From an optimization exercise on the open Yosys and OpenROAD flow, aimed at small area; shortcuts taken in it are not production practice.
In this exercise RTL edits were held to simulation tests only and were not proved equivalent to the original.
Power is estimated from default activity; no workload was simulated.

## daq_top
module daq_top (
    input logic clk,
    input logic rst,
    input logic [15:0] adc_ch0,
    input logic [15:0] adc_ch1,
    input logic adc_valid,
    input logic trigger_in,
    input logic [31:0] timestamp_counter,
    input logic [7:0] capture_len_cfg,
    input logic [15:0] error_flags,
    input logic usb_full,
    output logic [7:0] tx_data,
    output logic tx_valid,
    input  logic tx_ready,
    output logic tx_last,
    output logic capture_active,
    output logic [31:0]usb_data,
    output logic usb_wr_en
);
Size: roughly 1600 cells after synthesis, roughly 710 flip-flops, about 140 I/O pins, about 26000 um^2 of cells after synthesis.
==> flow/config.mk <==
export PLATFORM = sky130hd
export DESIGN_NAME = daq_top
export DESIGN_NICKNAME = daq_top
export VERILOG_FILES = /design/flow/design.v
export SDC_FILE = /design/flow/constraint.sdc
export NUM_CORES = 4
export LEC_CHECK = 0
export CAP_MARGIN = 0
export CORE_MARGIN = 2
export CORE_UTILIZATION = 40
export GPL_TIMING_DRIVEN = 0
export SLEW_MARGIN = 0
==> flow/constraint.sdc <==
create_clock -name core_clock -period 5.0 [get_ports {clk}]
set_input_delay 1.0000 -clock core_clock [delete_from_list [all_inputs] [get_ports {clk}]]
set_output_delay 1.0000 -clock core_clock [all_outputs]
set_load 0.01 [all_outputs]
standard.sh (not shown) runs the stock make flow with config.mk's settings and CLKGATE_MAP_FILE= SYNTH_SCRIPT=/design/flow/synth_recipe.tcl, a recipe that flattens the netlist after the stock synthesis.
==> flow/flow/run.sh <==
#!/bin/bash
# Standard layout (the standard.sh: standard synthesis and ORFS flow) with two
# changes passed as make variables:
#  - port buffers are sky130_fd_sc_hd__buf_1 instead of the default choice;
#  - CTS without dummy loads, with clkbuf_8, at most 18 sinks per cluster.
# Each tool's full output goes to the ORFS logs under orfs/logs; make's own
# output goes to flow_make.log here.
set -euo pipefail
bash standard.sh \
  "BUFFER_PORTS_ARGS=-buffer_cell sky130_fd_sc_hd__buf_1" \
  "CTS_ARGS=-sink_clustering_enable -repair_clock_nets -dont_use_dummy_load -buf_list sky130_fd_sc_hd__clkbuf_8 -sink_clustering_size 18 -sink_clustering_max_diameter 60" \
  finish > flow_make.log 2>&1
The baseline ran to the end with violations: max-slew violations.
Then changed:
--- a/flow/flow/run.sh
+++ b/flow/flow/run.sh
@@ -5 +5 @@
-#  - CTS without dummy loads, with clkbuf_8, at most 18 sinks per cluster.
+#  - CTS without dummy loads, with clkbuf_8 and the clustering of config.mk.
@@ -11 +11 @@
-  "CTS_ARGS=-sink_clustering_enable -repair_clock_nets -dont_use_dummy_load -buf_list sky130_fd_sc_hd__clkbuf_8 -sink_clustering_size 18 -sink_clustering_max_diameter 60" \
+  "CTS_ARGS=-sink_clustering_enable -repair_clock_nets -dont_use_dummy_load -buf_list sky130_fd_sc_hd__clkbuf_8 -sink_clustering_size 16 -sink_clustering_max_diameter 60" \
CAP_MARGIN = 20   (was 0)
CTS_BUF_LIST = sky130_fd_sc_hd__clkbuf_8   (was not set)
CTS_CLUSTER_DIAMETER = 60   (was not set)
CTS_CLUSTER_SIZE = 16   (was not set)
GPL_TIMING_DRIVEN = not set   (was 0)
SLEW_MARGIN = 20   (was 0)
The new run finished clean; synthesized area is unchanged; die area does not change; wire length is lower by about 10%; clock power is higher by about 3%; critical path depth is lower by 3; flip-flop and latch count does not change; setup slack is worse by 180 ps; cell count is lower by 3.0%; combinational power is lower by about 7%; cell area is lower by 1.1%; power is higher by 0.88%.
Then changed:
--- a/flow/flow/run.sh
+++ b/flow/flow/run.sh
@@ -5 +5 @@
-#  - CTS without dummy loads, with clkbuf_8 and the clustering of config.mk.
+#  - CTS without dummy loads, with clkbuf_8 in the tree and clkbuf_16 at the leaves, at most 30 sinks per cluster.
@@ -11 +11 @@
-  "CTS_ARGS=-sink_clustering_enable -repair_clock_nets -dont_use_dummy_load -buf_list sky130_fd_sc_hd__clkbuf_8 -sink_clustering_size 16 -sink_clustering_max_diameter 60" \
+  "CTS_ARGS=-sink_clustering_enable -repair_clock_nets -dont_use_dummy_load -buf_list sky130_fd_sc_hd__clkbuf_8 -sink_clustering_buffer sky130_fd_sc_hd__clkbuf_16 -sink_clustering_size 30 -sink_clustering_max_diameter 70" \
CAP_MARGIN = 0   (was 20)
CTS_BUF_LIST = not set   (was sky130_fd_sc_hd__clkbuf_8)
CTS_CLUSTER_DIAMETER = not set   (was 60)
CTS_CLUSTER_SIZE = not set   (was 16)
SLEW_MARGIN = 0   (was 20)
Outcome: Setup slack degrades by 26 ps. Global-route usage fell by 0.13 points. Design area rose by 0.56%. Wire length fell by 0.79%. First-iteration DRC count rose by 5.3%.

-- static timing again, ports no longer ideal --
In the flow no input, the clock included, has a driving cell. The finished layouts below were timed again as built, in two steps.
Step 1 (the two cells are an assumption about what drives the block):
set clk [get_ports {clk}]
set_driving_cell -lib_cell sky130_fd_sc_hd__clkbuf_16 $clk
set_driving_cell -lib_cell sky130_fd_sc_hd__buf_2 [delete_from_list [all_inputs] $clk]
Step 2 moves the port delays by t, midway between the first and last clock arrival at a register: inputs arrive t later, outputs are due t later. That takes back most of the time a late clock gives input paths.
a / b / c = ideal / step 1 / step 2; a / b = the first two.
run | t, ns | setup slack, ns | worst setup path after step 2 | worst slew at a driven data input, ns | cell pins on the clock port's net
the first run | 0.716 | 0.675 / 0.621 / 1.240 | register to register | 0.07 | 1
the second run | 0.720 | 0.493 / 0.435 / 1.155 | register to output | 0.08 | 1
the third run | 0.727 | 0.467 / 0.408 / 1.135 | register to output | 0.08 | 1
